This design comes from an exercise in tuning for small area on the open sky130 flow, not from production work. At most, simulation tests tie the RTL to the original design; equivalence was not proved.

==> flow/design.v <==
module fa(input a, input b, input c, output s, output co);
   assign s = a ^ b ^ c;
   assign co = (a & b) | (a & c) | (b & c);
endmodule
module rca24(input [23:0] a, input [23:0] b, input ci, output [23:0] s);
   wire [24:0] c;
   assign c[0] = ci;
   genvar i;
   generate
      for (i = 0; i < 24; i = i + 1) begin : bit_
         fa f(a[i], b[i], c[i], s[i], c[i+1]);
      end
   endgenerate
endmodule
module inv1(input a, output y);
   assign y = ~a;
endmodule
module maj(input a, input b, input c, output y);
   assign y = (a & b) | (a & c) | (b & c);
endmodule
module flipbit(input w, input p, input u, output o, output pn);
   assign o = w ^ (u & p);
   assign pn = p & w;
endmodule
module ha(input a, input b, output s, output co);
   assign s = a ^ b;
   assign co = a & b;
endmodule
module cla4(input [3:0] a, input [3:0] b, input ci, output c4);
   wire [3:0] g = a & b;
   wire [3:0] t = a | b;
   assign c4 = g[3] | (t[3] & g[2]) | (t[3] & t[2] & g[1])
             | (t[3] & t[2] & t[1] & g[0]) | (t[3] & t[2] & t[1] & t[0] & ci);
endmodule
module rca24l(input [23:0] a, input [23:0] b, input ci, output [23:0] s);
   wire [24:0] c;
   wire unused;
   assign c[0] = ci;
   cla4 l(a[3:0], b[3:0], ci, c[4]);
   genvar i;
   generate
      for (i = 0; i < 3; i = i + 1) begin : lo_
         fa f(a[i], b[i], c[i], s[i], c[i+1]);
      end
      fa f3(a[3], b[3], c[3], s[3], unused);
      for (i = 4; i < 24; i = i + 1) begin : bit_
         fa f(a[i], b[i], c[i], s[i], c[i+1]);
      end
   endgenerate
endmodule
module rca24z(input [23:0] a, input [23:0] b, output [23:0] s);
   wire [24:0] c;
   ha h0(a[0], b[0], s[0], c[1]);
   genvar i;
   generate
      for (i = 1; i < 24; i = i + 1) begin : bit_
         fa f(a[i], b[i], c[i], s[i], c[i+1]);
      end
   endgenerate
endmodule
module rca24hl(input [19:0] a, input [23:0] b, input ci, output [23:0] s);
   wire [24:0] c;
   wire unused;
   assign c[0] = ci;
   cla4 l(a[3:0], b[3:0], ci, c[4]);
   genvar i;
   generate
      for (i = 0; i < 3; i = i + 1) begin : lo_
         fa f(a[i], b[i], c[i], s[i], c[i+1]);
      end
      fa f3(a[3], b[3], c[3], s[3], unused);
      for (i = 4; i < 20; i = i + 1) begin : bit_
         fa f(a[i], b[i], c[i], s[i], c[i+1]);
      end
      for (i = 20; i < 24; i = i + 1) begin : top_
         ha h(b[i], c[i], s[i], c[i+1]);
      end
   endgenerate
endmodule
module rca24h(input [19:0] a, input [23:0] b, input ci, output [23:0] s);
   wire [24:0] c;
   assign c[0] = ci;
   genvar i;
   generate
      for (i = 0; i < 20; i = i + 1) begin : bit_
         fa f(a[i], b[i], c[i], s[i], c[i+1]);
      end
      for (i = 20; i < 24; i = i + 1) begin : top_
         ha h(b[i], c[i], s[i], c[i+1]);
      end
   endgenerate
endmodule
module rca24o(input [23:0] a, input [19:0] b, input ci, output [23:0] s);
   wire [24:0] c;
   assign c[0] = ci;
   genvar i;
   generate
      for (i = 0; i < 20; i = i + 1) begin : bit_
         fa f(a[i], b[i], c[i], s[i], c[i+1]);
      end
      for (i = 20; i < 24; i = i + 1) begin : top_
         fa f(a[i], 1'b1, c[i], s[i], c[i+1]);
      end
   endgenerate
endmodule
module rnd(input [23:0] w, input c, output v);
   wire lo15 = &w[3:0];
   wire lo0 = ~|w[3:0];
   wire s = w[23] ^ (c & (&w[22:0]));           
   wire nz = ~((lo0 & ~c) | (lo15 & c));         
   assign v = (c & lo15) | (~s & nz);
endmodule
module blink(input signed [23:0] ins, output signed [23:0] outs,
             output signed [23:0] peak_out, output valid_out,
             input clk, input rst);
   reg [23:0] h1, a2n, z3n, z4n, qqn;
   reg r1d, ud;
   wire b1 = ~r1d;
   function [23:0] sh;
      input [23:0] x;
      sh = {{4{x[23]}}, x[23:4]};
   endfunction
   wire [23:0] a2 = ~a2n;
   wire [23:0] z3 = ~z3n;
   wire [23:0] z4 = ~z4n;
   wire [23:0] qq = ~qqn;
   wire [23:0] g2;
   rca24o a_g2(a2, {a2[23], a2n[22:4]}, r1d, g2);
   wire v3, v4;
   rnd n_3(z3, ud, v3);
   rnd n_4(z4, ud, v4);
   wire [23:0] g3;
   rca24o a_g3(z3, {z3[23], z3n[22:4]}, ud, g3);
   wire rq = ~qq[23] & (|qq[3:0]);
   wire [23:0] gq;
   rca24 a_gq(qq, sh(qqn), ~rq, gq);
   wire [23:0] y1;
   rca24l a_y1(ins, h1, b1, y1);
   wire r1 = ~y1[23] & (|y1[3:0]);
   wire [23:0] m1n;
   wire [23:0] y1n = ~y1;
   rca24 a_m1(y1n, sh(y1), 1'b1, m1n);
   wire [23:0] a;
   rca24h a_a({y1n[23], y1[22:4]}, g2, ~ud, a);
   wire u;
   rnd n_2(a, r1, u);
   wire [23:0] z;
   rca24h a_z({~a[23], a[22:4]}, g3, ~v3, z);
   wire [23:0] t;
   rca24 a_t(z, sh(z4n), ~v4, t);
   wire [23:0] z4x;
   rca24 a_z4(t, z4, ud, z4x);
   wire [23:0] w;
   rca24z a_w(t, gq, w);
   wire [24:0] all1;
   wire [23:0] o;
   assign all1[0] = u;
   genvar j;
   generate
      for (j = 0; j < 16; j = j + 1) begin : inc_
         ha h(w[j], all1[j], o[j], all1[j+1]);
      end
   endgenerate
   wire [24:17] hi1;
   assign o[16] = w[16] ^ all1[16];
   assign hi1[17] = w[16];
   generate
      for (j = 17; j < 24; j = j + 1) begin : flp_
         flipbit fb(w[j], hi1[j], all1[16], o[j], hi1[j+1]);
      end
   endgenerate
   assign outs = o;
   wire rstn;
   inv1 i_rstn(rst, rstn);
   always @(posedge clk) begin
      if (rst) begin
         r1d <= 1'b0; ud <= 1'b0;
      end else begin
         r1d <= r1; ud <= u;
      end
   end
   always @(posedge clk) begin
      if (~rstn) begin
         h1 <= 24'hffffff;
         a2n <= 24'hffffff; z3n <= 24'hffffff; z4n <= 24'hffffff;
         qqn <= 24'hffffff;
      end else begin
         h1 <= ~m1n;
         a2n <= ~a; z3n <= ~z; z4n <= ~z4x;
         qqn <= ~o;
      end
   end
   reg sd, vdn;
   reg [23:0] pkn;
   wire signed [23:0] qs = qq;
   wire below = qs < 24'sd500;
   wire [24:1] gc;
   assign gc[1] = qq[0] & pkn[0];
   genvar m;
   generate
      for (m = 1; m < 24; m = m + 1) begin : cmp_
         if (m == 23)
            maj c(~qq[m], ~pkn[m], gc[m], gc[m+1]);
         else
            maj c(qq[m], pkn[m], gc[m], gc[m+1]);
      end
   endgenerate
   wire load = ~below & (~sd | gc[24]);
   always @(posedge clk) begin
      if (rst) begin
         sd <= 1'b0; vdn <= 1'b1;
      end else begin
         sd <= ~below;
         vdn <= ~(sd & below);
      end
   end
   always @(posedge clk)
      if (load) pkn <= qqn;
   assign peak_out = ~(pkn | {24{vdn}});
   assign valid_out = ~vdn;
endmodule
clock: 25.0 ns
lec_check: 0
cap_margin: 20
core_margin: 2
core_utilization: 70
cts_buf_list: sky130_fd_sc_hd__clkbuf_8
cts_cluster_diameter: 200
cts_cluster_size: 40
gpl_timing_driven: 0
slew_margin: 20
synth_hierarchical: 1
synth_minimum_keep_size: 0
standard.sh (not shown) runs the stock make flow with config.mk's settings and CLKGATE_MAP_FILE= SYNTH_SCRIPT=/design/flow/synth_recipe.tcl, a recipe that flattens the netlist after the stock synthesis.
==> flow/flow/run.sh <==
#!/bin/bash
# The standard layout (standard.sh, with the standard synthesis), with three
# changes to how it is made:
#  - every port still gets a buffer, but the smallest one (buf_1) instead of
#    the delay buffer buffer_ports picks by itself;
#  - clock tree synthesis adds no dummy loads to balance the tree;
#  - setup repair only resizes gates and swaps pins (no new buffers).
# ORFS's full output goes to standard.log here; each step's own log is kept
# under orfs/logs/.
set -euo pipefail
export BUFFER_PORTS_ARGS="-buffer_cell sky130_fd_sc_hd__buf_1"
export CTS_ARGS="-sink_clustering_enable -repair_clock_nets -dont_use_dummy_load -buf_list sky130_fd_sc_hd__clkbuf_8 -sink_clustering_size 40 -sink_clustering_max_diameter 200"
export SETUP_MOVE_SEQUENCE="unbuffer,sizeup,swap"
bash standard.sh > standard.log 2>&1
Edit:
--- a/flow/design.v
+++ b/flow/design.v
@@ -43,18 +43,8 @@
          fa f(a[i], b[i], c[i], s[i], c[i+1]);
       end
       fa f3(a[3], b[3], c[3], s[3], unused);
       for (i = 4; i < 24; i = i + 1) begin : bit_
-         fa f(a[i], b[i], c[i], s[i], c[i+1]);
-      end
-   endgenerate
-endmodule
-module rca24z(input [23:0] a, input [23:0] b, output [23:0] s);
-   wire [24:0] c;
-   ha h0(a[0], b[0], s[0], c[1]);
-   genvar i;
-   generate
-      for (i = 1; i < 24; i = i + 1) begin : bit_
          fa f(a[i], b[i], c[i], s[i], c[i+1]);
       end
    endgenerate
 endmodule
@@ -150,9 +140,9 @@
    rca24 a_t(z, sh(z4n), ~v4, t);
    wire [23:0] z4x;
    rca24 a_z4(t, z4, ud, z4x);
    wire [23:0] w;
-   rca24z a_w(t, gq, w);
+   rca24 a_w(t, gq, 1'b0, w);
    wire [24:0] all1;
    wire [23:0] o;
    assign all1[0] = u;
    genvar j;
@@ -160,13 +150,12 @@
       for (j = 0; j < 16; j = j + 1) begin : inc_
          ha h(w[j], all1[j], o[j], all1[j+1]);
       end
    endgenerate
-   wire [24:17] hi1;
-   assign o[16] = w[16] ^ all1[16];
-   assign hi1[17] = w[16];
-   generate
-      for (j = 17; j < 24; j = j + 1) begin : flp_
+   wire [24:16] hi1;
+   assign hi1[16] = 1'b1;
+   generate
+      for (j = 16; j < 24; j = j + 1) begin : flp_
          flipbit fb(w[j], hi1[j], all1[16], o[j], hi1[j+1]);
       end
    endgenerate
    assign outs = o;
@@ -193,13 +182,13 @@
    reg sd, vdn;
    reg [23:0] pkn;
    wire signed [23:0] qs = qq;
    wire below = qs < 24'sd500;
-   wire [24:1] gc;
-   assign gc[1] = qq[0] & pkn[0];
+   wire [24:0] gc;
+   assign gc[0] = 1'b0;
    genvar m;
    generate
-      for (m = 1; m < 24; m = m + 1) begin : cmp_
+      for (m = 0; m < 24; m = m + 1) begin : cmp_
          if (m == 23)
             maj c(~qq[m], ~pkn[m], gc[m], gc[m+1]);
          else
             maj c(qq[m], pkn[m], gc[m], gc[m+1]);
Routed wire length came out lower by 2.8%.
Via count came out higher by 0.73%.
Count of clock-buffer cells in the layout is unchanged.
Worst hold slack barely changes.
Global-route usage came out lower by 0.39 points.
Clock skew hardly moves.
Die area barely changes.
Worst setup slack is better by 0.056 ns.
The RTL of the first run of this note was laid out without a check of its function.

==> afterwards: timing with drivers on the ports <==
The results above use ideal ports. As a check the final layouts listed here were re-extracted and re-timed, cells and wires unchanged.
Step 1 assumes that a clkbuf_16 drives the clock port and a buf_2 every other input.
Step 2, shift: input delay + t, output delay - t, t = (earliest + latest rising clock arrival at the registers) / 2. This alone moves slack from input paths to output paths.
a / b / c = no drivers / after step 1 / after step 2; a / b = the first two.
run	t (ns)	slack for setup (ns)	worst setup path at the end	worst register clock-pin slew, ns	pins driven straight from the clock port
the first run	0.482	0.429 / 0.408 / 0.408	input to output	0.08 / 0.08	1
the second run	0.476	0.485 / 0.465 / 0.465	input to output	0.08 / 0.08	1
After both steps setup and hold are still met in every run listed. The setup slack of the first run, which loses most, moves by -0.021 ns with the drivers and by -0.021 ns with both steps.
